This is an optimization exercise on Yosys and OpenROAD, whose aim is small area, a short achievable clock period and few clock cycles, not a production implementation. Only simulation tests tie the RTL to the original design; equivalence was not proved. The flow treats the clock pin as an ideal source, which a real chip does not have. Power and IR drop assume default switching activity.

## flow/design.v (module list and top-level ports; edited modules follow where they fit)
// module element_process: 6138 lines
// module mnist_conv: 223 lines
module mnist_conv (
    input  wire        clk,
    input  wire        reset,
    input  wire        start,
    output wire        done,
    input  wire [11:0] img_base,
    input  wire [11:0] krn_base,
    input  wire [11:0] dst_base,
    output wire [11:0] img_addr,
    input  wire [15:0] img_rdata,
    output wire [11:0] krn_addr,
    input  wire [15:0] krn_rdata,
    output wire [11:0] dst_addr,
    output wire [15:0] dst_wdata,
    output wire        dst_we
);
  // ...
==> flow/flow/run.sh <==
#!/bin/bash
# The standard layout (standard.sh) with these changes:
#  * synthesis skips the early "abc -fast" pass inside Yosys's synth command
#    (synth -noabc).  That pass restructures the full-adder trees before
#    extract_fa runs and leaves many inverters between adder cells; without
#    it extract_fa maps the trees cleanly.  Registers (names, count and cell
#    types) are the same as the standard synthesis: the final abc mapping
#    and dfflibmap are unchanged.
set -euo pipefail
SETUP_MARGIN=5.25
here=$(pwd)
sed 's/yosys synth -nofsm -noshare {\*}\$args/yosys synth -nofsm -noshare -noabc {*}$args/' \
    synth_recipe.tcl > noabc_synth.tcl
grep -q -- '-noshare -noabc' noabc_synth.tcl
sed -e "s|SYNTH_SCRIPT=[^ ]*|SYNTH_SCRIPT=$here/noabc_synth.tcl SETUP_SLACK_MARGIN=$SETUP_MARGIN POST_RESIZE_TCL=$here/flow/post_resize.tcl POST_CTS_TCL=$here/flow/post_cts.tcl|" \
    standard.sh > standard_noabc.sh
grep -q "POST_CTS_TCL=$here/flow/post_cts.tcl" standard_noabc.sh
bash standard_noabc.sh > flow_make.log 2>&1
==> flow/flow/ff_drive.tcl <==
# Flip-flops whose output reaches many loads (counted through buffers):
# upsize plain flip-flops to dfxtp_4, and give enable flip-flops (edfxtp
# exists only in size 1) a buffer.  Only drive strengths and buffers change.
proc ffd_loads {net depth} {
  set n 0
  foreach it [$net getITerms] {
    if {[$it isOutputSignal]} { continue }
    set inst [$it getInst]
    set m [[$inst getMaster] getName]
    if {$depth < 4 && [regexp {__(buf|clkbuf)_[0-9]+$} $m]} {
      set o [$inst findITerm X]
      if {$o ne "NULL" && [$o getNet] ne "NULL"} {
        incr n [ffd_loads [$o getNet] [expr {$depth + 1}]]
        continue
      }
    }
    incr n
  }
  return $n
}
proc ffd_fix {min_loads} {
  set db [ord::get_db]
  set ff4 [$db findMaster sky130_fd_sc_hd__dfxtp_4]
  set up 0
  set nets {}
  foreach inst [[ord::get_db_block] getInsts] {
    set m [[$inst getMaster] getName]
    if {$m ne "sky130_fd_sc_hd__dfxtp_1" && $m ne "sky130_fd_sc_hd__dfxtp_2" && $m ne "sky130_fd_sc_hd__edfxtp_1"} { continue }
    set q [$inst findITerm Q]
    if {$q eq "NULL" || [$q getNet] eq "NULL"} { continue }
    set net [$q getNet]
    if {[ffd_loads $net 0] < $min_loads} { continue }
    if {$m eq "sky130_fd_sc_hd__edfxtp_1"} {
      if {[llength [$net getITerms]] - 1 >= $min_loads} { lappend nets [$net getName] }
    } else {
      $inst swapMaster $ff4
      incr up
    }
  }
  foreach n $nets { insert_buffer -buffer_cell sky130_fd_sc_hd__buf_4 -net [get_nets $n] }
  puts "ff_drive: $up flip-flops upsized, [llength $nets] outputs buffered"
}
# Port buffers that the placement step left as delay cells
# (clkdlybuf4s50_1): swap them for buf_2, a plain buffer of half the area.
proc ffd_port_bufs {} {
  set b2 [[ord::get_db] findMaster sky130_fd_sc_hd__buf_2]
  set n 0
  foreach inst [[ord::get_db_block] getInsts] {
    if {[[$inst getMaster] getName] ne "sky130_fd_sc_hd__clkdlybuf4s50_1"} { continue }
    if {![string match "input*" [$inst getName]] && ![string match "output*" [$inst getName]]} { continue }
    $inst swapMaster $b2
    incr n
  }
  puts "ff_drive: $n port buffers swapped to buf_2"
}
==> flow/flow/post_cts.tcl <==
source [file join [file dirname [info script]] ff_drive.tcl]
ffd_fix 8
detailed_placement
==> flow/flow/post_resize.tcl <==
source [file join [file dirname [info script]] ff_drive.tcl]
ffd_fix 8
ffd_port_bufs
==> flow/standard.sh <==
#!/bin/bash
# synth_recipe.tcl (not shown) runs the flow's synth.tcl, then flattens the netlist and writes it again
# the make line also repeats each setting of config.mk as NAME=value (left out here)
make -C /OpenROAD-flow-scripts/flow DESIGN_CONFIG=/design/flow/config.mk WORK_HOME=/design/flow/orfs CLKGATE_MAP_FILE= SYNTH_SCRIPT=/design/flow/synth_recipe.tcl "${@:-finish}"
==> flow/config.mk <==
export PLATFORM = sky130hd
export DESIGN_NAME = mnist_conv
export DESIGN_NICKNAME = mnist_conv
export VERILOG_FILES = /design/flow/design.v
export SDC_FILE = /design/flow/constraint.sdc
export NUM_CORES = 4
export LEC_CHECK = 0
export ABC_CLOCK_PERIOD_IN_PS = 3000
export CAP_MARGIN = 20
export CORE_MARGIN = 2
export CORE_UTILIZATION = 55
export CTS_CLUSTER_DIAMETER = 100
export CTS_CLUSTER_SIZE = 20
export GPL_ROUTABILITY_DRIVEN = 0
export SLEW_MARGIN = 20
==> flow/constraint.sdc <==
create_clock -name core_clock -period 8.0 [get_ports {clk}]
set_input_delay 1.6000 -clock core_clock [delete_from_list [all_inputs] [get_ports {clk}]]
set_output_delay 1.6000 -clock core_clock [all_outputs]
set_load 0.01 [all_outputs]
==> flow_summary.toml, run 1 <==
[outcome]
status = "complete, no violations"

[grt]
grt_use_met2_pct = 54.1
top_usage_layer = "met2"
grt_usage_pct = 36.2

[sta]
fin_ws_ns = 5.20
rsz0062_at_grt = "yes"
fin_skew_ns = 0.0226
min_period_ns = 2.80

[critical_path]
critPathLaunch = "we_r"
r2r_start = "win[7][0]"
reg2reg_depth = 5
crit_path_max_incr_delay_ns = 0.36
crit_fanout = 2
r2r_setup_slack_ns = 5.29
crit_buf_inv = 1

[cts]
cts_tree = "yes"

[place]
place_area_sq_mm = 0.0567
dp_hpwl_mm = 130

[logic_synthesis]
synth_area_leaders = "dfxtp_1 33%, fa_1 31%, nand2_1 8.8%"
synth_seq_cells = 1027
yosys_warnings = 12
syn_area_sq_mm = 0.0542
synth-compound-area-share_pct = 3.72
postSynthNetCount = 5621
synth_mux_area_share_pct = 5.26

[power_and_ir_drop]
sw_frac_of_total_pct = 32.0
total_power_uw = 12900
combPwrFrac_pct = 27.0
vdd_drop_max_mv = 0.233

[route]
drt-initial-drc-count = 3845
wire_per_inst_microns = 29.8

[layout]
instances_no_fill = 6052
seq_cells = 1027
comb.multi_input.count = 3277
multi_input_area_sq_mm = 0.0309

[hold_path]
hold_start = "ring1[2][5]"

[floorplan]
initial_core_util_pct = 55.3
rows = 115
core_area_sq_mm = 0.0980
dieArea_sq_mm = 0.101
dieHeight_microns = 318
tap_cells = 1287
Testbench counts, summed over its fixed seeds: cycles 49,416.
==> module mnist_conv, before the edit <==
module mnist_conv (
    input  wire        clk,
    input  wire        reset,
    input  wire        start,
    output wire        done,
    input  wire [11:0] img_base,
    input  wire [11:0] krn_base,
    input  wire [11:0] dst_base,
    output wire [11:0] img_addr,
    input  wire [15:0] img_rdata,
    output wire [11:0] krn_addr,
    input  wire [15:0] krn_rdata,
    output wire [11:0] dst_addr,
    output wire [15:0] dst_wdata,
    output wire        dst_we
);
    localparam PIPE = 4;             
    localparam [11:0] WE_ON  = 12'd26 + PIPE;
    localparam [11:0] WE_OFF = 12'd2054 + PIPE;
    localparam [1:0] MV_R = 2'd0, MV_L = 2'd1, MV_D = 2'd2;
    reg         run, done_r, we_r;
    reg  [11:0] cnt;                 
    reg  [2:0]  ph;                  
    reg  [11:0] ka, ia, da;          
    reg  [15:0] krd_q;               
    reg  [15:0] pix_q, pix_s0, pix_s1;   
    reg         rd_on;               
    assign done     = done_r;
    assign dst_we   = we_r;
    assign krn_addr = ka;
    assign img_addr = ia;
    assign dst_addr = da;
    wire go = start & ~run & ~done_r;    
    always @(posedge clk) begin
        if (reset) begin
            run    <= 1'b0;
            done_r <= 1'b0;
            we_r   <= 1'b0;
            cnt    <= 12'd0;
            ph     <= 3'b001;
            rd_on  <= 1'b0;
        end else begin
            if (go) run <= 1'b1;
            if (run) begin
                cnt <= cnt + 12'd1;
                ph  <= {ph[1:0], ph[2]};
            end else begin
                cnt <= {11'd0, go};
                ph  <= go ? 3'b010 : 3'b001;
            end
            if (run && cnt == 12'd15) rd_on <= 1'b1;
            if (run && cnt == WE_ON) we_r <= 1'b1;
            if (run && cnt == WE_OFF) begin
                we_r   <= 1'b0;
                done_r <= 1'b1;
                run    <= 1'b0;
                rd_on  <= 1'b0;
                cnt    <= 12'd0;
                ph     <= 3'b001;
            end
        end
    end
    localparam [1:0] KD_P9 = 2'd0, KD_M17 = 2'd1, KD_P1 = 2'd2, KD_M18 = 2'd3;
    reg       kstream;
    reg [1:0] kd;
    reg [11:0] kstep;
    always @(*) begin
        case (kd)
            KD_P9:   kstep = 12'd9;
            KD_M17:  kstep = 12'hfef;
            KD_P1:   kstep = 12'd1;
            default: kstep = 12'hfee;
        endcase
    end
    always @(posedge clk) begin
        if (!run) begin
            ka      <= go ? krn_base + 12'd8 : krn_base;
            kstream <= 1'b0;
            kd      <= KD_P9;                               
        end else begin
            ka <= ka + kstep;
            if (cnt == 12'd23) kstream <= 1'b1;
            if (cnt == 12'd22)
                kd <= KD_P1;                                
            else if (kstream || cnt == 12'd23)
                kd <= ph[2] ? KD_M18 : KD_P9;               
            else
                kd <= ph[1] ? KD_M17 : KD_P9;               
        end
    end
    always @(posedge clk) krd_q <= krn_rdata;
    reg [15:0] ring0 [0:6], ring1 [0:6], ring2 [0:6];
    reg       ld0_direct, ld0_add;
    reg [6:1] ld_q;
    integer m;
    always @(posedge clk) begin
        ld0_direct <= run && (cnt == 12'd1 || cnt == 12'd2 || cnt == 12'd3);
        ld0_add    <= run && (cnt == 12'd4 || cnt == 12'd5 || cnt == 12'd6);
        for (m = 1; m < 7; m = m + 1)
            ld_q[m] <= run && (cnt == 3*m+4 || cnt == 3*m+5 || cnt == 3*m+6);
    end
    wire [15:0] ring0_sum = ring2[0] + krd_q;
    genvar j;
    generate
        for (j = 0; j < 7; j = j + 1) begin : g_ring
            always @(posedge clk) begin
                ring1[j] <= ring0[j];
                ring2[j] <= ring1[j];
            end
            if (j == 0) begin : g_r0
                always @(posedge clk)
                    ring0[0] <= ld0_add ? ring0_sum : (ld0_direct ? krd_q : ring2[0]);
            end else begin : g_rj
                always @(posedge clk)
                    ring0[j] <= ld_q[j] ? krd_q : ring2[j];
            end
        end
    endgenerate
    reg  [4:0]  rrow, rpos;
    reg  [1:0]  mv_q;
    reg  [11:0] jmp_q;
    wire        row0     = (rrow == 5'd0);
    wire        row_end  = (rpos == (row0 ? 5'd27 : 5'd25));
    wire [4:0]  n1_row   = row_end ? rrow + 5'd1 : rrow;
    wire        n1_odd   = row_end ? ~rrow[0] : rrow[0];
    wire        n1_first = row_end;                        
    wire        n1_end   = ~row_end & (rpos == (row0 ? 5'd26 : 5'd24));
    wire [1:0]  n1_mv    = n1_first ? MV_D : (n1_odd ? MV_L : MV_R);
    reg  [11:0] n1_jmp;
    always @(*) begin
        if (n1_end)
            n1_jmp = n1_odd ? 12'd28 : 12'd26;                
        else if (n1_odd)                                      
            n1_jmp = n1_first ? 12'hfc5 : 12'hfc7;            
        else
            n1_jmp = 12'hfc9;                                 
    end
    wire [1:0]  mv_cur  = mv_q;
    reg  [11:0] ia_step;
    always @(posedge clk) begin
        if (!rd_on) begin
            ia      <= img_base;
            rrow    <= 5'd0;
            rpos    <= 5'd0;
            mv_q    <= MV_R;
            jmp_q   <= 12'hfc9;
            ia_step <= 12'd28;                                
        end else begin
            ia <= ia + ia_step;
            if (ph[0])
                ia_step <= (n1_mv == MV_D) ? 12'd1 : 12'd28;
            else if (ph[1])
                ia_step <= (mv_q == MV_D) ? 12'd1 : 12'd28;
            else
                ia_step <= jmp_q;
            if (ph[0]) begin
                rrow  <= n1_row;
                rpos  <= row_end ? 5'd0 : rpos + 5'd1;
                mv_q  <= n1_mv;
                jmp_q <= n1_jmp;
            end
        end
    end
    always @(posedge clk) begin
        pix_q  <= img_rdata;
        pix_s0 <= pix_q;
        pix_s1 <= pix_s0;
    end
    reg [1:0] mv_d [0:PIPE];
    integer i;
    always @(posedge clk) begin
        mv_d[0] <= (ph[0] & rd_on) ? mv_cur : mv_d[0];
        for (i = 1; i <= PIPE; i = i + 1) mv_d[i] <= mv_d[i-1];
    end
    reg [15:0] win [0:8];
    wire [15:0] nw0 = pix_s1, nw1 = pix_s0, nw2 = pix_q;
    wire [1:0] mv_w = mv_d[0];
    always @(posedge clk) begin
        if (ph[2]) begin
            case (mv_w)
                MV_R: begin
                    win[0] <= win[1]; win[1] <= win[2]; win[2] <= nw0;
                    win[3] <= win[4]; win[4] <= win[5]; win[5] <= nw1;
                    win[6] <= win[7]; win[7] <= win[8]; win[8] <= nw2;
                end
                MV_L: begin
                    win[2] <= win[1]; win[1] <= win[0]; win[0] <= nw0;
                    win[5] <= win[4]; win[4] <= win[3]; win[3] <= nw1;
                    win[8] <= win[7]; win[7] <= win[6]; win[6] <= nw2;
                end
                default: begin
                    win[0] <= win[3]; win[1] <= win[4]; win[2] <= win[5];
                    win[3] <= win[6]; win[4] <= win[7]; win[5] <= win[8];
                    win[6] <= nw0;    win[7] <= nw1;    win[8] <= nw2;
                end
            endcase
        end
    end
    element_process mac (
        .clk(clk),
        .t0(ring0[0]), .t1(ring0[1]), .t2(ring0[2]), .t3(ring0[3]),
        .t4(ring0[4]), .t5(ring0[5]), .t6(ring0[6]), .t7(krd_q),
        .w0(win[0]), .w1(win[1]), .w2(win[2]), .w3(win[3]),
        .w4(win[4]), .w5(win[5]), .w6(win[6]), .w7(win[7]),
        .y(dst_wdata)
    );
    wire [1:0] mv_o = mv_d[PIPE];
    reg [11:0] da_step;
    always @(*) begin
        case (mv_o)
            MV_R:    da_step = 12'd2745;    
            MV_L:    da_step = 12'd2743;    
            default: da_step = 12'd2770;    
        endcase
    end
    wire last_ch = (PIPE % 3 == 0) ? ph[2] : ((PIPE % 3 == 1) ? ph[0] : ph[1]);
    always @(posedge clk) begin
        if (we_r)
            da <= da + (last_ch ? da_step : 12'd676);
        else
            da <= dst_base;
    end
endmodule
==> run 2: changes to the inputs <==
--- a/flow/design.v
+++ b/flow/design.v
@@ -6256,7 +6256,9 @@
     endgenerate
     reg  [4:0]  rrow, rpos;
     reg  [1:0]  mv_q;
-    reg  [11:0] jmp_q;
+    localparam [2:0] S_P28 = 3'd0, S_P1 = 3'd1, S_M55 = 3'd2, S_M57 = 3'd3,
+                     S_M59 = 3'd4, S_P26 = 3'd5;
+    reg  [2:0]  jmp_q;
     wire        row0     = (rrow == 5'd0);
     wire        row_end  = (rpos == (row0 ? 5'd27 : 5'd25));
     wire [4:0]  n1_row   = row_end ? rrow + 5'd1 : rrow;
@@ -6264,33 +6266,44 @@
     wire        n1_first = row_end;                        
     wire        n1_end   = ~row_end & (rpos == (row0 ? 5'd26 : 5'd24));
     wire [1:0]  n1_mv    = n1_first ? MV_D : (n1_odd ? MV_L : MV_R);
-    reg  [11:0] n1_jmp;
+    reg  [2:0]  n1_jmp;
     always @(*) begin
         if (n1_end)
-            n1_jmp = n1_odd ? 12'd28 : 12'd26;                
+            n1_jmp = n1_odd ? S_P28 : S_P26;                  
         else if (n1_odd)                                      
-            n1_jmp = n1_first ? 12'hfc5 : 12'hfc7;            
+            n1_jmp = n1_first ? S_M59 : S_M57;
         else
-            n1_jmp = 12'hfc9;                                 
+            n1_jmp = S_M55;                                   
     end
     wire [1:0]  mv_cur  = mv_q;
+    reg  [2:0]  ia_sc;
     reg  [11:0] ia_step;
+    always @(*) begin
+        case (ia_sc)
+            S_P28:   ia_step = 12'd28;
+            S_P1:    ia_step = 12'd1;
+            S_M55:   ia_step = 12'hfc9;
+            S_M57:   ia_step = 12'hfc7;
+            S_M59:   ia_step = 12'hfc5;
+            default: ia_step = 12'd26;
+        endcase
+    end
     always @(posedge clk) begin
         if (!rd_on) begin
             ia      <= img_base;
             rrow    <= 5'd0;
             rpos    <= 5'd0;
             mv_q    <= MV_R;
-            jmp_q   <= 12'hfc9;
-            ia_step <= 12'd28;                                
+            jmp_q   <= S_M55;
+            ia_sc   <= S_P28;                                 
         end else begin
             ia <= ia + ia_step;
             if (ph[0])
-                ia_step <= (n1_mv == MV_D) ? 12'd1 : 12'd28;
+                ia_sc <= (n1_mv == MV_D) ? S_P1 : S_P28;
             else if (ph[1])
-                ia_step <= (mv_q == MV_D) ? 12'd1 : 12'd28;
+                ia_sc <= (mv_q == MV_D) ? S_P1 : S_P28;
             else
-                ia_step <= jmp_q;
+                ia_sc <= jmp_q;
             if (ph[0]) begin
                 rrow  <= n1_row;
                 rpos  <= row_end ? 5'd0 : rpos + 5'd1;
--- a/flow/config.mk
+++ b/flow/config.mk
@@ -11,5 +11,4 @@
 export CORE_UTILIZATION = 55
 export CTS_CLUSTER_DIAMETER = 100
 export CTS_CLUSTER_SIZE = 20
-export GPL_ROUTABILITY_DRIVEN = 0
 export SLEW_MARGIN = 20
==> run 2 against run 1 <==
Die area fell by 0.64%. Clock power barely moved. Critical path type is now flop to flop. Still clean. Largest power group unchanged. Largest cell class unchanged. Power fell by 0.59%.
==> flow_summary.toml, run 2 <==
[layout]
nFillCells = 7872
instances_no_fill = 5977
largest_registers = "mac.st1_q (280), win (144)"
layout-drive-gt1-share_pct = 14.4
fin_util_pct = 60.8
areaGrowthSynthToFinish_pct = 9.49
largest_reg_flops = 280
layout_common_cells = "1259 x nand2_1, 827 x fa_1, 728 x dfxtp_1, 237 x xnor2_1, 162 x buf_4"
regMostFlops = "mac.st1_q"
mostFrequentLayoutCell = "nand2_1"
fin_nets = 5628

[route]
wire_per_inst_microns = 29.5
drt-initial-drc-count = 3740
vias = 35000
postRouteWirelength_mm = 177
drc_errors = 0
first_pass_iters = 8
antenna_left = 0
via_per_inst = 5.86

[logic_synthesis]
synth_seq_cells = 1022
synth_edf_count = 146
synth_ff_type = "dfxtp_1"
async_flop_share_pct = 0
yosysUniqueCellTypes = 61
ys_seq_area_share_pct = 40.7
synth_area_leaders = "dfxtp_1 33%, fa_1 31%, nand2_1 8.8%"
synthTopCellsByCount = "1259 x nand2_1, 876 x dfxtp_1, 829 x fa_1, 264 x clkbuf_1, 238 x xnor2_1"
avgSynthCellArea_sq_um = 11.8
yosys.area.top_type_share_pct = 32.6
syn_inst = 4578
syn_area_sq_mm = 0.0538
synth_area_leader_cell = "dfxtp_1"
yosysMostFrequentCell = "nand2_1"
yosys_warnings = 12
postSynthNetCount = 5549

[sta]
hold_viol_final = 0
slew_viol_final = 0
tightestPinTransition_ns = 0.855
tns_ns = 0
fin_ws_ns = 5.21
slew_headroom_pct = 43.0
max_freq_mhz = 358
rsz0062_at_grt = "yes"
min_period_ns = 2.79
setup_viol = 0
fin_skew_ns = 0.0362
fin_crit_sh_pct = 34.9

[cts]
path_clk_slew_ns = 0.09
clock-sinks = 1022
cts_tree = "yes"
clock_latency_ns = 0.71

[grt]
grt_pass1_wl_mm = 252
grt_usage_pct = 36.0
grt_max_degree = 119
grt_pass1_vias = 35900
grt-ovfl-total = 0
antenna_found_initial = 5

[critical_path]
worstPathRequired_ns = 8.58
critPathLaunch = "kd[0]"
crit_fanout = 10
worstSetupStartpointType = "flop"
r2r_setup_slack_ns = 5.21
r2r_start = "kd[0]"
cp-end-kind = "flop"
reg2reg_depth = 10
crit_arrival_ns = 3.37
endpoint = "ka[10]"
r2r_end = "ka[10]"
critical_path_class = "flop to flop"

[place]
dp_hpwl_mm = 129
io_buffers = 124
place_inst = 5823
place_ws_ns = 4.82
place_congestion = 1.01

[hold_path]
hold_path_depth = 0
hold_class = "flop to flop"

[floorplan]
dieArea_sq_mm = 0.100
dieHeight_microns = 317
io_pins = 125
dieWidth_microns = 317
rows = 114
core_area_sq_mm = 0.0969
initial_core_util_pct = 55.6

[outcome]
status = "complete, no violations"

[power_and_ir_drop]
powerDensity_mw_per_mm2 = 217
p_leak_uw = 0.0183
vdd_drop_max_mv = 0.203

[job]
max_cap_violations = 0
==> run 2: cell types whose count changed after synthesis, sizes merged, moves of 10 or more <==
cell	delta
a21o	+11
inv	-10
nand3	-13
nor3	-20
o21ai	-22
==> run 2: critical path, stage by stage (launching register included) <==
cell and delay (ns):
dfxtp_1 0.34, ha_1 0.22, or2_4 0.33, fa_2 0.40
a21o_1 0.20, a21oi_4 0.20, o21bai_2 0.12, a2111o_1 0.42
a31oi_1 0.20, xor2_1 0.18, mux2i_1 0.08
==> run 2: cell type report, without the clock buffers <==
class                      count  area (sq um)  area share [%]
antenna                        3          7.51          0.0127
clock inverter                 4          47.5          0.0807
inverter                      55           210           0.357
multi-input combinational   3221         30800            52.2
sequential                  1022         22400            38.0
tap                         1276          1600            2.71
timing repair buffer         299          2260            3.84
==> run 2: report_power, final <==
group          total [uW]  switching, uW  internal [uW]
sequential           6180            421           5760
combinational        3440           1890           1540
clock                3170           1760           1410
total               12800           4070           8720
==> run 2: worst min-delay path by stage <==
stage | slack (ns) | from | to
after floorplan | 0.31 | mac.st1_q[0] | mac.st2_q[0]
after global placement | 0.31 | ring1[1][8] | ring2[1][8]
after detailed placement | 0.31 | ring1[1][4] | ring2[1][4]
after global routing | 0.33 | ring1[5][4] | ring2[5][4]
final | 0.33 | ring1[0][15] | ring2[0][15]
==> run 2: layer usage <==
metal | vias to the layer above | track usage (%) | wire length [microns]
met5 | - | 0 | 13
met4 | 2 | 18.4 | 11000
met3 | 511 | 10.7 | 19000
met2 | 2009 | 54.5 | 78200
met1 | 17900 | 47.4 | 68300
li1 | 14600 | - | -
==> run 2: cell families after synthesis <==
kind of cell               after synthesis  synth area share, %
AOI/OAI and AO/OA                      292                 3.18
adders and majority gates              901                 32.5
DFF                                   1022                 40.7
and+or+nand+nor                       1426                 10.5
xor gates and xnor gates               322                 5.24
muxes                                  280                 5.52
buffers and inverters                  335                 2.34
==> run 2: stage by stage <==
| step | hold WS [ns] | total power, uW | instance area [sq um] |
|---|---|---|---|
| floorplan | 0.310 | 8230 | 53800 |
| finish | 0.327 | 12800 | 58900 |
| global route | 0.333 | 13400 | 58900 |
| global placement | 0.310 | 9580 | 56100 |
| detailed placement | 0.312 | 9560 | 56300 |
Testbench counts of run 2, summed over its fixed seeds: cycles 49,416.
==> run 3: changes to the inputs <==
--- a/flow/design.v
+++ b/flow/design.v
@@ -6161,7 +6161,7 @@
     reg  [2:0]  ph;                  
     reg  [11:0] ka, ia, da;          
     reg  [15:0] krd_q;               
-    reg  [15:0] pix_q, pix_s0, pix_s1;   
+    reg  [15:0] pix_q, pix_s0;       
     reg         rd_on;               
     assign done     = done_r;
     assign dst_we   = we_r;
@@ -6186,7 +6186,7 @@
                 cnt <= {11'd0, go};
                 ph  <= go ? 3'b010 : 3'b001;
             end
-            if (run && cnt == 12'd15) rd_on <= 1'b1;
+            if (run && cnt == 12'd16) rd_on <= 1'b1;
             if (run && cnt == WE_ON) we_r <= 1'b1;
             if (run && cnt == WE_OFF) begin
                 we_r   <= 1'b0;
@@ -6298,13 +6298,13 @@
             ia_sc   <= S_P28;                                 
         end else begin
             ia <= ia + ia_step;
-            if (ph[0])
+            if (ph[1])
                 ia_sc <= (n1_mv == MV_D) ? S_P1 : S_P28;
-            else if (ph[1])
+            else if (ph[2])
                 ia_sc <= (mv_q == MV_D) ? S_P1 : S_P28;
             else
                 ia_sc <= jmp_q;
-            if (ph[0]) begin
+            if (ph[1]) begin
                 rrow  <= n1_row;
                 rpos  <= row_end ? 5'd0 : rpos + 5'd1;
                 mv_q  <= n1_mv;
@@ -6315,16 +6315,15 @@
     always @(posedge clk) begin
         pix_q  <= img_rdata;
         pix_s0 <= pix_q;
-        pix_s1 <= pix_s0;
     end
-    reg [1:0] mv_d [0:PIPE];
+    reg [1:0] mv_d [0:PIPE-1];
     integer i;
     always @(posedge clk) begin
-        mv_d[0] <= (ph[0] & rd_on) ? mv_cur : mv_d[0];
-        for (i = 1; i <= PIPE; i = i + 1) mv_d[i] <= mv_d[i-1];
+        mv_d[0] <= (ph[1] & rd_on) ? mv_cur : mv_d[0];
+        for (i = 1; i <= PIPE - 1; i = i + 1) mv_d[i] <= mv_d[i-1];
     end
     reg [15:0] win [0:8];
-    wire [15:0] nw0 = pix_s1, nw1 = pix_s0, nw2 = pix_q;
+    wire [15:0] nw0 = pix_s0, nw1 = pix_q, nw2 = img_rdata;
     wire [1:0] mv_w = mv_d[0];
     always @(posedge clk) begin
         if (ph[2]) begin
@@ -6355,7 +6354,7 @@
         .w4(win[4]), .w5(win[5]), .w6(win[6]), .w7(win[7]),
         .y(dst_wdata)
     );
-    wire [1:0] mv_o = mv_d[PIPE];
+    wire [1:0] mv_o = mv_d[PIPE-1];
     reg [11:0] da_step;
     always @(*) begin
         case (mv_o)
==> run 3 against run 2 <==
Critical path depth fell by 9. Via count rose by 1.4%. Clock skew rose by 0.017 ns. First-iteration DRC count fell by 1.6%. Still clean on timing, DRC and antenna. Core utilization fell by 0.085 points. Highest routed layer unchanged.
==> flow_summary.toml, run 3 <==
[grt]
grt_max_degree = 99
grt-ovfl-total = 0
grt_usage_pct = 37.3
grt_pass1_vias = 36400
grt_pass1_wl_mm = 259
antenna_found_initial = 5

[layout]
fin_util_pct = 60.8
regMostFlops = "mac.st1_q"
largest_reg_flops = 280
largest_registers = "mac.st1_q (280), win (144)"
multi_input_area_sq_mm = 0.0308
fin_nets = 5649
areaGrowthSynthToFinish_pct = 9.52
nFillCells = 8000
layout-drive-gt1-share_pct = 14.8
layout_common_cells = "1270 x nand2_1, 827 x fa_1, 703 x dfxtp_1, 241 x xnor2_1, 182 x buf_4"
mostFrequentLayoutCell = "nand2_1"
seq_area_sq_mm = 0.0220

[logic_synthesis]
synth_area_leaders = "dfxtp_1 32%, fa_1 31%, nand2_1 8.9%"
avgSynthCellArea_sq_um = 11.7
synth_edf_count = 146
yosys_warnings = 12
synth_seq_cells = 1004
syn_area_sq_mm = 0.0536
postSynthNetCount = 5560
ys_seq_area_share_pct = 40.2
synth_area_leader_cell = "dfxtp_1"
syn_inst = 4589
yosysUniqueCellTypes = 71
yosys.area.top_type_share_pct = 32.1
async_flop_share_pct = 0
synth_ff_type = "dfxtp_1"
synthTopCellsByCount = "1270 x nand2_1, 858 x dfxtp_1, 829 x fa_1, 264 x clkbuf_1, 243 x xnor2_1"
yosysMostFrequentCell = "nand2_1"

[cts]
clock-sinks = 1004
clock_latency_ns = 0.73
path_clk_slew_ns = 0.10
cts_tree = "yes"

[critical_path]
crit_path_top_delay_cell = "dfxtp_2"
crit_path_max_incr_delay_ns = 0.37
worstPathRequired_ns = 6.40
worstSetupStartpointType = "flop"
critical_path_class = "flop to output port"
cp-end-kind = "output port"
path_cells = "buf_6"
crit_fanout = 2
crit_arrival_ns = 1.19
crit_buf_inv = 1
critPathTopFamily = "flip-flops"

[sta]
rsz0062_at_grt = "yes"
fin_ws_ns = 5.21
tightestPinTransition_ns = 1.00
fin_skew_ns = 0.0530
setup_viol = 0
hold_viol_final = 0
whs_ns = 0.322
tns_ns = 0
slew_headroom_pct = 33.0
slew_viol_final = 0
max_freq_mhz = 359
min_period_ns = 2.79
fin_crit_sh_pct = 34.8

[floorplan]
dieHeight_microns = 316
initial_core_util_pct = 55.5
core_area_sq_mm = 0.0966
dieWidth_microns = 316
io_pins = 125
dieArea_sq_mm = 0.0999
rows = 114

[power_and_ir_drop]
vdd_drop_max_mv = 0.193
powerDensity_mw_per_mm2 = 215
p_leak_uw = 0.0187

[place]
dp_hpwl_mm = 132
place_ws_ns = 4.95
place_congestion = 1.03
io_buffers = 124

[route]
antenna_left = 0
via_per_inst = 5.93
drc_errors = 0
wire_per_inst_microns = 30.3
vias = 35500
first_pass_iters = 5
postRouteWirelength_mm = 181
drt-initial-drc-count = 3680

[outcome]
status = "complete, no violations"

[hold_path]
hold_class = "flop to flop"

[job]
max_cap_violations = 0
## run 3: where the power goes
part	leakage (uW)	internal [uW]	switching [uW]
combinational	0.00951	1530	1870
sequential	0.00844	5670	409
clock	0.000784	1360	1750
total	0.0187	8560	4020
## run 3: per-layer routing
metal	vias up	wire length [microns]	share of wire (%)	global-route usage (%)
met5	-	13	0.0072	0
met4	2	12900	7.1	22.2
met3	604	21500	12	10.5
met2	2175	78500	43	55.6
met1	18100	68400	38	49.0
li1	14700	-	-	-
## run 3: cell type report, without the clock buffers
cell class / count / area share (%)
inverter: 62 / 0.401
antenna: 3 / 0.0128
tap: 1276 / 2.72
clock inverter: 5 / 0.102
timing repair buffer: 311 / 4.01
multi-input combinational: 3242 / 52.5
sequential: 1004 / 37.5
## run 3: kinds of logic (layout without fill, tap and decap cells)
kind of cell | count (synthesis) | after routing | share of synthesized area [%]
other | 0 | 3 | 0
adders and majority gates | 901 | 901 | 32.7
muxes | 280 | 280 | 5.55
AOI/OAI and AO/OA | 284 | 284 | 3.11
and+or+nand+nor | 1457 | 1457 | 10.8
xor gates and xnor gates | 320 | 320 | 5.26
buffers and inverters | 343 | 469 | 2.41
DFF | 1004 | 1004 | 40.2
## run 3: path summary, 6_finish.rpt
kind,startpoint,endpoint,slack [ns],cells past startpoint
worst min register to register,ring1[4][13],ring2[4][13],0.32,0
worst max-delay path,done_r,done,5.21,1
worst min-delay path,ring1[4][13],ring2[4][13],0.32,0
worst max register to register,krd_q[4],mac.st1_q[103],5.28,5
## run 3: through the flow
step	power [uW]	std cells	cell area, sq um
finish	12600	5994	58700
floorplan	8190	4589	53600
global route	13200	5991	58700
detailed placement	9490	5843	56100
global placement	9530	5780	55900
Testbench counts of run 3, summed over its fixed seeds: cycles 49,416.
==> run 4: changes to the inputs <==
--- a/flow/config.mk
+++ b/flow/config.mk
@@ -11,4 +11,5 @@
 export CORE_UTILIZATION = 55
 export CTS_CLUSTER_DIAMETER = 100
 export CTS_CLUSTER_SIZE = 20
+export GPL_ROUTABILITY_DRIVEN = 0
 export SLEW_MARGIN = 20
==> run 4 against run 3 <==
Flip-flop and latch count unchanged. Power increased by 0.39%. Sequential power about the same. Largest power group unchanged. Sequential share of layout area about the same. Synthesized cell count unchanged. Critical path depth unchanged. Highest routed layer unchanged. Register-to-register slack about the same.
==> flow_summary.toml, run 4 <==
[cts]
clock_latency_ns = 0.71
clock-sinks = 1004
cts_tree = "yes"
path_clk_slew_ns = 0.09

[job]
max_cap_violations = 0

[grt]
grt_pass1_wl_mm = 256
grt_usage_pct = 36.7
grt_max_degree = 111
grt-ovfl-total = 0
grt_pass1_vias = 36500
antenna_found_initial = 6

[power_and_ir_drop]
vdd_drop_max_mv = 0.169
total_power_uw = 12600
powerDensity_mw_per_mm2 = 215
p_leak_uw = 0.0187

[layout]
largest_registers = "mac.st1_q (280), win (144)"
layout-drive-gt1-share_pct = 14.8
layout_common_cells = "1270 x nand2_1, 827 x fa_1, 703 x dfxtp_1, 242 x xnor2_1, 175 x buf_4"
multi_input_area_sq_mm = 0.0308
fin_nets = 5644
mostFrequentLayoutCell = "nand2_1"
nFillCells = 7875
areaGrowthSynthToFinish_pct = 9.67
largest_reg_flops = 280
regMostFlops = "mac.st1_q"
seq_area_sq_mm = 0.0220

[logic_synthesis]
synthXorXnorAreaFrac_pct = 5.26
synth_top_family_by_area = "adder cells"
yosys_warnings = 12
ys_seq_area_share_pct = 40.2
synth-compound-area-share_pct = 3.11
synthAdderAreaFrac_pct = 32.7
yosysUniqueCellTypes = 71
synth-simple-area-share_pct = 10.8
synthTopCellsByCount = "1270 x nand2_1, 858 x dfxtp_1, 829 x fa_1, 264 x clkbuf_1, 243 x xnor2_1"
syn_area_sq_mm = 0.0536
postSynthNetCount = 5560
synth_area_leader_cell = "dfxtp_1"
synth_mux_area_share_pct = 5.55
synth_edf_count = 146
synth_ff_type = "dfxtp_1"
yosysMostFrequentCell = "nand2_1"
async_flop_share_pct = 0
syn_inst = 4589
synth_area_leaders = "dfxtp_1 32%, fa_1 31%, nand2_1 8.9%"
yosys.area.top_type_share_pct = 32.1
synth_seq_cells = 1004
avgSynthCellArea_sq_um = 11.7

[floorplan]
rows = 114
io_pins = 125
dieWidth_microns = 316
dieHeight_microns = 316
initial_core_util_pct = 55.5
dieArea_sq_mm = 0.0999
core_area_sq_mm = 0.0966

[sta]
slew_viol_final = 0
setup_viol = 0
tns_ns = 0
min_period_ns = 2.79
tightestPinTransition_ns = 0.947
fin_skew_ns = 0.0242
slew_headroom_pct = 36.8
max_freq_mhz = 358
rsz0062_at_grt = "yes"
hold_viol_final = 0
fin_crit_sh_pct = 34.9

[critical_path]
crit_arrival_ns = 1.19
critical_path_class = "flop to output port"
critPathTopFamily = "flip-flops"
worstPathRequired_ns = 6.40
crit_path_max_incr_delay_ns = 0.36
crit_buf_inv = 1
cp-end-kind = "output port"
path_cells = "buf_6"
crit_fanout = 2
worstSetupStartpointType = "flop"
crit_path_top_delay_cell = "dfxtp_2"

[route]
postRouteWirelength_mm = 179
vias = 35400
antenna_left = 0
drc_errors = 0
via_per_inst = 5.91
wire_per_inst_microns = 29.9
drt-initial-drc-count = 3750
first_pass_iters = 7

[outcome]
status = "complete, no violations"

[place]
dp_hpwl_mm = 128
io_buffers = 124

[hold_path]
hold_class = "flop to flop"
==> run 4: changes by cell type in the layout (fill, tap and decap cells not counted), sizes merged <==
| cell | delta |
|---|---|
| buf | -6 |
| clkbuf | +4 |
| clkinv | -2 |
| clkinvlp | +1 |
| inv | +1 |
==> run 4: per-layer routing <==
| metal | routed length [microns] | track usage, % | share of wire [%] |
|---|---|---|---|
| met1 | 65500 | 46.4 | 37 |
| met2 | 77700 | 55.2 | 43 |
| met3 | 24100 | 13.6 | 13 |
| met4 | 12000 | 19.5 | 6.7 |
| met5 | 94 | 0.616 | 0.052 |
==> run 4: metrics by stage <==
stage / utilization, % / std cells / hold slack, ns / cell area [sq um] / setup WS (ns)
global route: 60.8 / 5989 / 0.332 / 58700 / 5.17
floorplan: - / 4589 / 0.310 / 53600 / 5.34
finish: 60.8 / 5992 / 0.322 / 58800 / 5.21
detailed placement: 58.1 / 5840 / 0.312 / 56100 / 4.77
global placement: 57.9 / 5777 / 0.310 / 55900 / 4.73
==> run 4: cell type report, without the clock buffers <==
type | count | area share [%]
Multi-Input combinational cell | 3242 | 52.5
Sequential cell | 1004 | 37.5
Timing Repair Buffer | 305 | 3.94
Tap cell | 1276 | 2.72
Inverter | 62 | 0.402
Clock inverter | 5 | 0.145
Antenna cell | 3 | 0.0128
==> run 4: cell families (layout without fill, tap and decap cells) <==
group                      Yosys count  count (layout)
other                                0               3
adders and majority gates          901             901
buffers and inverters              343             467
muxes                              280             280
DFF                               1004            1004
xor gates and xnor gates           320             320
and+or+nand+nor                   1457            1457
AOI/OAI and AO/OA                  284             284
==> run 4: final timing paths <==
kind	depth (start not counted)	startpoint	slack (ns)	endpoint
worst max-delay path	1	done_r	5.21	done
worst min-delay path	0	ring1[5][6]	0.32	ring2[5][6]
worst max register to register	5	krd_q[3]	5.29	mac.st1_q[243]
worst min register to register	0	ring1[5][6]	0.32	ring2[5][6]
==> run 4: where the power goes <==
part / total, uW / leakage, uW / internal, uW / switching (uW)
sequential: 6080 / 0.00844 / 5670 / 406
combinational: 3360 / 0.00948 / 1510 / 1850
clock: 3190 / 0.000828 / 1430 / 1770
total: 12600 / 0.0187 / 8610 / 4020
==> run 5: changes to the inputs <==
--- a/flow/config.mk
+++ b/flow/config.mk
@@ -9,7 +9,7 @@
 export CAP_MARGIN = 20
 export CORE_MARGIN = 2
 export CORE_UTILIZATION = 55
-export CTS_CLUSTER_DIAMETER = 100
-export CTS_CLUSTER_SIZE = 20
+export CTS_CLUSTER_DIAMETER = 120
+export CTS_CLUSTER_SIZE = 24
 export GPL_ROUTABILITY_DRIVEN = 0
 export SLEW_MARGIN = 20
==> run 5 against run 4 <==
Power decreased by 2.6%. Register-to-register slack got worse by 0.03 ns. Wire length fell by 0.20%. Sequential power is essentially flat. Highest routed layer is now met4. Synthesized cell count did not move. Critical path depth did not move. First-iteration DRC count decreased by 2.8%. Sequential share of layout area up 0.24 points. Combinational power barely moved. Via count is 0.38% lower. Flip-flop and latch count did not move.
==> flow_summary.toml, run 5 <==
[floorplan]
io_pins = 125
dieArea_sq_mm = 0.0999
rows = 114
core_area_sq_mm = 0.0966
dieWidth_microns = 316
initial_core_util_pct = 55.5
dieHeight_microns = 316

[critical_path]
r2r_setup_slack_ns = 5.26
path_cells = "buf_6"
crit_path_max_incr_delay_ns = 0.37
cp.depth = 1
critical_path_class = "flop to output port"
crit_path_top_delay_cell = "dfxtp_2"
worstSetupStartpointType = "flop"
crit_buf_inv = 1
crit_arrival_ns = 1.19
r2r_start = "krd_q[4]"
reg2reg_depth = 5
r2r_end = "mac.st1_q[103]"
cp-end-kind = "output port"
crit_fanout = 2
critPathLaunch = "done_r"
endpoint = "done"
critPathTopFamily = "flip-flops"
worstPathRequired_ns = 6.40

[route]
postRouteWirelength_mm = 179
wire_per_inst_microns = 30.0
antenna_left = 0
vias = 35300
via_per_inst = 5.91
drc_errors = 0
drt-initial-drc-count = 3646
first_pass_iters = 8

[sta]
rsz0062_at_grt = "yes"
hold_viol_final = 0
min_period_ns = 2.79
slew_viol_final = 0
slew_headroom_pct = 30.9
max_freq_mhz = 359
tightestPinTransition_ns = 1.04
tns_ns = 0
whs_ns = 0.321
fin_crit_sh_pct = 34.8
setup_viol = 0
fin_skew_ns = 0.0383

[cts]
clock-sinks = 1004
clock_latency_ns = 0.71
cts_tree = "yes"
path_clk_slew_ns = 0.11

[layout]
fin_nets = 5633
largest_reg_flops = 280
regMostFlops = "mac.st1_q"
multi_input_area_sq_mm = 0.0308
largest_registers = "mac.st1_q (280), win (144)"
nFillCells = 7928
layout_common_cells = "1270 x nand2_1, 827 x fa_1, 703 x dfxtp_1, 242 x xnor2_1, 174 x buf_4"
areaGrowthSynthToFinish_pct = 8.97
finalInstanceArea_sq_mm = 0.0584
instances_no_fill = 5970
layout-drive-gt1-share_pct = 14.5
mostFrequentLayoutCell = "nand2_1"
seq_area_sq_mm = 0.0220

[job]
max_cap_violations = 0

[logic_synthesis]
synth_ff_type = "dfxtp_1"
synth_area_leaders = "dfxtp_1 32%, fa_1 31%, nand2_1 8.9%"
yosys_warnings = 12
yosysUniqueCellTypes = 71
synth_area_leader_cell = "dfxtp_1"
syn_inst = 4589
syn_area_sq_mm = 0.0536
synth_edf_count = 146
postSynthNetCount = 5560
ys_seq_area_share_pct = 40.2
async_flop_share_pct = 0
yosys.area.top_type_share_pct = 32.1
avgSynthCellArea_sq_um = 11.7
synthTopCellsByCount = "1270 x nand2_1, 858 x dfxtp_1, 829 x fa_1, 264 x clkbuf_1, 243 x xnor2_1"
yosysMostFrequentCell = "nand2_1"
synth_seq_cells = 1004

[power_and_ir_drop]
powerDensity_mw_per_mm2 = 211
p_leak_uw = 0.0186
total_power_uw = 12300
vdd_drop_max_mv = 0.177

[grt]
grt-ovfl-total = 0
grt_pass1_vias = 36400
grt_pass1_wl_mm = 255
antenna_found_initial = 4
grt_usage_pct = 36.7
grt_max_degree = 111

[place]
place_inst = 5840
place_area_sq_mm = 0.0561
io_buffers = 124
dp_hpwl_mm = 128

[hold_path]
hold_class = "flop to flop"
hold_start = "ring1[1][7]"

[outcome]
status = "complete, no violations"
[run 5: cell counts after synthesis]
Identical to the previous run, type by type.
[run 5: metal layers]
metal / share of wire (%) / vias to the layer above / GRT usage (%)
li1: - / 14600 / -
met1: 37 / 17700 / 46.7
met2: 43 / 2269 / 55.0
met3: 13 / 640 / 13.3
met4: 7.0 / 0 / 19.8
met5: 0 / - / 0
[run 5: layout make-up, without the clock buffers]
cell class,count,share of cell area [%]
multi-input cells,3242,52.8
diodes,2,0.00857
well taps,1276,2.73
inverters,62,0.405
clock inverters,5,0.120
repair buffers,304,3.95
flip-flops and latches,1004,37.7
[run 5: kinds of logic (layout without fill, tap and decap cells)]
| family | count (synthesis) | in the layout | synth area share, % |
|---|---|---|---|
| and+or+nand+nor | 1457 | 1457 | 10.8 |
| DFF | 1004 | 1004 | 40.2 |
| adders and majority gates | 901 | 901 | 32.7 |
| buffers and inverters | 343 | 446 | 2.41 |
| xor gates and xnor gates | 320 | 320 | 5.26 |
| AOI/OAI and AO/OA | 284 | 284 | 3.11 |
| muxes | 280 | 280 | 5.55 |
| other | 0 | 2 | 0 |
[run 5: where the power goes]
part	leakage (uW)	internal (uW)	switching, uW	total, uW
Combinational	0.00947	1510	1850	3360
Clock	0.000668	1170	1700	2870
Sequential	0.00844	5670	406	6080
[run 5: per-stage QoR]
step	worst slack, ns	util, %
3_3_place_gp	4.73	57.9
6_report	5.21	60.5
2_1_floorplan	5.34	-
5_1_grt	5.19	60.4
3_5_place_dp	4.77	58.1
[run 5: how the worst min path moves through the flow]
| stage | endpoint | slack [ns] | cells past startpoint |
|---|---|---|---|
| 6_report | ring2[1][7] | 0.32 | 0 |
| 5_1_grt | ring2[1][7] | 0.33 | 0 |
| 3_5_place_dp | ring2[1][6] | 0.31 | 0 |
| 3_3_place_gp | ring2[3][10] | 0.31 | 0 |
| 2_1_floorplan | mac.st2_q[0] | 0.31 | 0 |
==> run 6: changes to the inputs <==
--- a/flow/config.mk
+++ b/flow/config.mk
@@ -11,5 +11,4 @@
 export CORE_UTILIZATION = 55
 export CTS_CLUSTER_DIAMETER = 120
 export CTS_CLUSTER_SIZE = 24
-export GPL_ROUTABILITY_DRIVEN = 0
 export SLEW_MARGIN = 20
==> run 6 against run 5 <==
Combinational power is essentially flat. First-iteration DRC count decreased by 5.3%. Critical path depth unchanged. Highest routed layer unchanged. Area after synthesis is the same. Final area up 0.14%. Largest power group unchanged. Via count grew 0.15%. Flip-flop and latch count is the same. Wire length up 0.92%.
==> flow_summary.toml, run 6 <==
[route]
wire_per_inst_microns = 30.2
antenna_left = 0
via_per_inst = 5.90
vias = 35300
first_pass_iters = 6
postRouteWirelength_mm = 181
drt-initial-drc-count = 3452
drc_errors = 0

[layout]
fin_nets = 5642
nFillCells = 7997
largest_registers = "mac.st1_q (280), win (144)"
layout_common_cells = "1270 x nand2_1, 827 x fa_1, 703 x dfxtp_1, 240 x xnor2_1, 184 x buf_4"
mostFrequentLayoutCell = "nand2_1"
finalInstanceArea_sq_mm = 0.0585
largest_reg_flops = 280
regMostFlops = "mac.st1_q"
layout-drive-gt1-share_pct = 14.7
fin_util_pct = 60.5
areaGrowthSynthToFinish_pct = 9.12

[critical_path]
critPathTopFamily = "flip-flops"
crit_buf_inv = 1
crit_arrival_ns = 1.19
r2r_start = "win[5][0]"
cp.depth = 1
critical_path_class = "flop to output port"
worstSetupStartpointType = "flop"
reg2reg_depth = 5
cp-end-kind = "output port"
r2r_end = "mac.st1_q[151]"
crit_fanout = 2
worstPathRequired_ns = 6.40
crit_path_top_delay_cell = "dfxtp_2"
r2r_setup_slack_ns = 5.28
path_cells = "buf_6"
crit_path_max_incr_delay_ns = 0.37

[floorplan]
initial_core_util_pct = 55.5
core_area_sq_mm = 0.0966
dieArea_sq_mm = 0.0999
dieHeight_microns = 316
dieWidth_microns = 316
io_pins = 125
rows = 114

[power_and_ir_drop]
sw_frac_of_total_pct = 32.2
p_leak_uw = 0.0186
intPower_uw = 8350
switchingPower_uw = 3960
total_power_uw = 12300
powerDensity_mw_per_mm2 = 211
vdd_drop_max_mv = 0.174
clock_power_share_pct = 23.1
combPwrFrac_pct = 27.6
p_seq_share_pct = 49.4

[logic_synthesis]
synth_area_leaders = "dfxtp_1 32%, fa_1 31%, nand2_1 8.9%"
syn_inst = 4589
yosys_warnings = 12
yosys.area.top_type_share_pct = 32.1
async_flop_share_pct = 0
postSynthNetCount = 5560
synth_ff_type = "dfxtp_1"
synth_area_leader_cell = "dfxtp_1"
synthTopCellsByCount = "1270 x nand2_1, 858 x dfxtp_1, 829 x fa_1, 264 x clkbuf_1, 243 x xnor2_1"
avgSynthCellArea_sq_um = 11.7
synth_seq_cells = 1004
yosysMostFrequentCell = "nand2_1"
yosysUniqueCellTypes = 71
synth_edf_count = 146
ys_seq_area_share_pct = 40.2
syn_area_sq_mm = 0.0536

[outcome]
status = "complete, no violations"

[place]
io_buffers = 124
dp_hpwl_mm = 132
place_congestion = 1.03
place_area_sq_mm = 0.0561

[sta]
tightestPinTransition_ns = 1.01
whs_ns = 0.325
slew_headroom_pct = 32.4
fin_crit_sh_pct = 34.8
min_period_ns = 2.79
setup_viol = 0
fin_skew_ns = 0.0348
tns_ns = 0
hold_viol_final = 0
rsz0062_at_grt = "yes"
max_freq_mhz = 359
slew_viol_final = 0

[hold_path]
hold_class = "flop to flop"
min_to = "ring2[0][8]"
hold_start = "ring1[0][8]"
hold_path_depth = 0

[job]
max_cap_violations = 0

[grt]
grt_max_degree = 99
grt_pass1_wl_mm = 258
grt_pass1_vias = 36400
grt-ovfl-total = 0
antenna_found_initial = 3
grt_usage_pct = 37.2

[cts]
clock_latency_ns = 0.71
cts_tree = "yes"
clock-sinks = 1004
path_clk_slew_ns = 0.10
-- run 6: cell counts after synthesis --
Identical to the previous run, type by type.
-- run 6: worst max path at each step --
stage	from	end	slack, ns
after detailed placement	ph[0]	da[9]	4.95
after global placement	start	ka[11]	4.72
after global routing	done_r	done	5.17
final	done_r	done	5.21
after floorplan	kd[1]	ka[10]	5.34
-- run 6: metal layers --
metal  part of all wire, %  global-route usage, %  wire (microns)
met5                     0                      0               0
met4                   7.3                   21.9           13200
met3                    12                   10.4           21200
met1                    38                   48.6           68100
met2                    43                   55.6           78100
-- run 6: area by class of cell, without the clock buffers --
class	count	area [sq um]	area share [%]
diodes	3	7.51	0.0128
clock inverters	5	77.6	0.133
inverters	62	235	0.402
multi-input cells	3242	30800	52.7
flip-flops and latches	1004	22000	37.7
well taps	1276	1600	2.73
repair buffers	313	2370	4.05
-- run 6: power groups by stage --
| stage | clock [uW] | combinational [uW] | sequential (uW) |
|---|---|---|---|
| floorplan | 0 | 2140 | 6050 |
| global placement | 0 | 3300 | 6230 |
| detailed placement | 0 | 3310 | 6190 |
| global route | 3060 | 3760 | 6140 |
| finish | 2840 | 3390 | 6080 |
-- run 6: cell families after synthesis --
kind of cell               synth area share [%]
AOI/OAI and AO/OA                          3.11
xor gates and xnor gates                   5.26
adders and majority gates                  32.7
buffers and inverters                      2.41
DFF                                        40.2
muxes                                      5.55
and+or+nand+nor                            10.8
-- run 6: per-stage QoR --
stage | instances | setup WS [ns]
6_report | 5983 | 5.21
2_1_floorplan | 4589 | 5.34
3_3_place_gp | 5780 | 4.72
5_1_grt | 5980 | 5.17
3_5_place_dp | 5843 | 4.95
==> run 7: changes to the inputs <==
--- a/flow/flow/run.sh
+++ b/flow/flow/run.sh
@@ -7,7 +7,7 @@
 #    types) are the same as the standard synthesis: the final abc mapping
 #    and dfflibmap are unchanged.
 set -euo pipefail
-SETUP_MARGIN=5.25
+SETUP_MARGIN=5.3
 here=$(pwd)
 sed 's/yosys synth -nofsm -noshare {\*}\$args/yosys synth -nofsm -noshare -noabc {*}$args/' \
     synth_recipe.tcl > noabc_synth.tcl
--- a/flow/config.mk
+++ b/flow/config.mk
@@ -11,4 +11,5 @@
 export CORE_UTILIZATION = 55
 export CTS_CLUSTER_DIAMETER = 120
 export CTS_CLUSTER_SIZE = 24
+export GPL_ROUTABILITY_DRIVEN = 0
 export SLEW_MARGIN = 20
==> run 7 against run 6 <==
Combinational power is essentially flat. Critical endpoint unchanged. Clock power is essentially flat. Synthesized cell count is the same. Critical path depth is the same. Maximum frequency shrank 0.11%. Flip-flop and latch count is the same. Still clean on timing, DRC and antenna. Largest power group unchanged.
==> flow_summary.toml, run 7 <==
[logic_synthesis]
syn_inst = 4589
yosysMostFrequentCell = "nand2_1"
synth_area_leader_cell = "dfxtp_1"
yosys_warnings = 12
syn_area_sq_mm = 0.0536
ys_seq_area_share_pct = 40.2
yosysUniqueCellTypes = 71
synth_seq_cells = 1004
synth_area_leaders = "dfxtp_1 32%, fa_1 31%, nand2_1 8.9%"
synthTopCellsByCount = "1270 x nand2_1, 858 x dfxtp_1, 829 x fa_1, 264 x clkbuf_1, 243 x xnor2_1"
yosys.area.top_type_share_pct = 32.1
synth_edf_count = 146
avgSynthCellArea_sq_um = 11.7
async_flop_share_pct = 0
postSynthNetCount = 5560
synth_ff_type = "dfxtp_1"

[job]
max_cap_violations = 0

[critical_path]
critPathTopFamily = "flip-flops"
path_cells = "buf_6"
reg2reg_depth = 4
cp-end-kind = "output port"
r2r_setup_slack_ns = 5.30
crit_buf_inv = 1
crit_fanout = 2
worstSetupStartpointType = "flop"
r2r_start = "mv_d[0][0]"
crit_path_top_delay_cell = "dfxtp_2"
worstPathRequired_ns = 6.40
r2r_end = "win[4][0]"
critical_path_class = "flop to output port"
crit_arrival_ns = 1.19
crit_path_max_incr_delay_ns = 0.37

[cts]
clock-sinks = 1004
cts_tree = "yes"
clock_latency_ns = 0.71
path_clk_slew_ns = 0.10

[layout]
nFillCells = 7905
areaGrowthSynthToFinish_pct = 9.21
largest_registers = "mac.st1_q (280), win (144)"
regMostFlops = "mac.st1_q"
mostFrequentLayoutCell = "nand2_1"
largest_reg_flops = 280
finalInstanceArea_sq_mm = 0.0585
layout-drive-gt1-share_pct = 14.8
layout_common_cells = "1270 x nand2_1, 825 x fa_1, 703 x dfxtp_1, 242 x xnor2_1, 171 x buf_4"
fin_nets = 5638

[grt]
grt_pass1_wl_mm = 255
grt-ovfl-total = 0
grt_max_degree = 111
antenna_found_initial = 4
grt_usage_pct = 36.7
grt_pass1_vias = 36400

[sta]
max_freq_mhz = 358
tns_ns = 0
tightestPinTransition_ns = 1.02
whs_ns = 0.323
slew_headroom_pct = 31.8
min_period_ns = 2.79
fin_skew_ns = 0.0384
setup_viol = 0
hold_viol_final = 0
slew_viol_final = 0
rsz0062_at_grt = "yes"
fin_ws_ns = 5.21
fin_crit_sh_pct = 34.9

[route]
vias = 35400
antenna_left = 0
wire_per_inst_microns = 30.0
first_pass_iters = 6
drt-initial-drc-count = 3714
postRouteWirelength_mm = 179
drc_errors = 0
via_per_inst = 5.92

[floorplan]
initial_core_util_pct = 55.5
dieWidth_microns = 316
rows = 114
io_pins = 125
dieArea_sq_mm = 0.0999
core_area_sq_mm = 0.0966
dieHeight_microns = 316

[hold_path]
min_to = "ring2[2][11]"
hold_path_depth = 0
hold_start = "ring1[2][11]"
hold_class = "flop to flop"

[power_and_ir_drop]
vdd_drop_max_mv = 0.178
p_leak_uw = 0.0186
powerDensity_mw_per_mm2 = 210

[place]
place_area_sq_mm = 0.0561
dp_hpwl_mm = 128
io_buffers = 124
place_ws_ns = 4.77

[outcome]
status = "complete, no violations"
[run 7: cell types whose count changed in the layout (fill, tap and decap cells not counted), sizes merged]
| cell | before | now |
|---|---|---|
| clkinvlp | 0 | 1 |
| clkbuf | 78 | 75 |
| buf | 313 | 309 |
| clkinv | 2 | 1 |
[run 7: report_power, final]
group	switching, uW	internal, uW	leakage (uW)
logic	1850	1520	0.00951
registers	403	5670	0.00844
clock network	1710	1170	0.000668
total	3960	8360	0.0186
[run 7: logic make-up (layout without fill, tap and decap cells)]
group / after synthesis / count (layout) / share of synthesized area, %
compound gates: 284 / 284 / 3.11
buf+inv: 343 / 451 / 2.41
mux: 280 / 280 / 5.55
simple gates: 1457 / 1457 / 10.8
fa+ha+maj: 901 / 901 / 32.7
other cells: 0 / 3 / 0
flops: 1004 / 1004 / 40.2
xor+xnor: 320 / 320 / 5.26
[run 7: worst max-delay path by stage]
stage | cells past startpoint | endpoint | startpoint | slack [ns]
floorplan | 11 | ka[10] | kd[1] | 5.34
global placement | 7 | ka[11] | start | 4.73
detailed placement | 4 | win[5][0] | mv_d[0][1] | 4.77
global route | 1 | done | done_r | 5.19
finish | 1 | done | done_r | 5.21
[run 7: layout make-up, without the clock buffers]
type / instances / area, sq um / share of cell area (%)
diodes: 3 / 7.51 / 0.0128
clock inverters: 5 / 70.1 / 0.120
well taps: 1276 / 1600 / 2.73
multi-input cells: 3242 / 30900 / 52.8
flip-flops and latches: 1004 / 22000 / 37.7
inverters: 62 / 236 / 0.404
repair buffers: 309 / 2370 / 4.05
[run 7: layer usage]
layer | GRT usage [%] | vias up | share of wire, %
met5 | 0 | - | 0
met3 | 13.3 | 611 | 13
met1 | 46.7 | 17800 | 37
li1 | - | 14600 | -
met2 | 55.0 | 2341 | 43
met4 | 19.9 | 0 | 6.7
[run 7: metrics by stage]
step / cells / power [uW] / utilization (%)
finish: 5976 / 12300 / 60.6
global route: 5973 / 13000 / 60.6
detailed placement: 5840 / 9460 / 58.1
global placement: 5777 / 9500 / 57.9
floorplan: 4589 / 8190 / -

re-timing with driven ports:
How much do the figures lean on ideal ports? The routed layouts below were timed once more, with nothing changed but the port constraints. Step 1 assumes that a clkbuf_16 drives the clock port and a buf_2 every other input. Step 2, shift: input delay + t, output delay - t, t = (earliest + latest rising clock arrival at the registers) / 2. This alone moves slack from input paths to output paths. Three values: ideal ports, drivers, drivers and shift; two values: the first two.
run	t, ns	setup slack, ns	clock arrival spread, ns	worst data-port slew with drivers (ns)	pins driven straight from the clock port
run 1	0.782	5.203 / 5.127 / 5.061	0.026 / 0.025	0.06	1
run 2	0.767	5.208 / 5.153 / 4.876	0.042 / 0.042	0.07	1
run 3	0.778	5.212 / 5.142 / 5.064	0.053 / 0.053	0.06	1
run 4	0.778	5.210 / 5.134 / 5.085	0.032 / 0.031	0.07	1
run 5	0.767	5.212 / 5.136 / 5.085	0.042 / 0.042	0.07	1
run 6	0.758	5.212 / 5.142 / 5.078	0.035 / 0.035	0.06	1
run 7	0.766	5.209 / 5.133 / 5.089	0.043 / 0.043	0.07	1
After both steps every run listed still meets setup and hold. The setup slack of run 2, which loses most, moves by -0.055 ns with the drivers and by -0.332 ns with both steps.
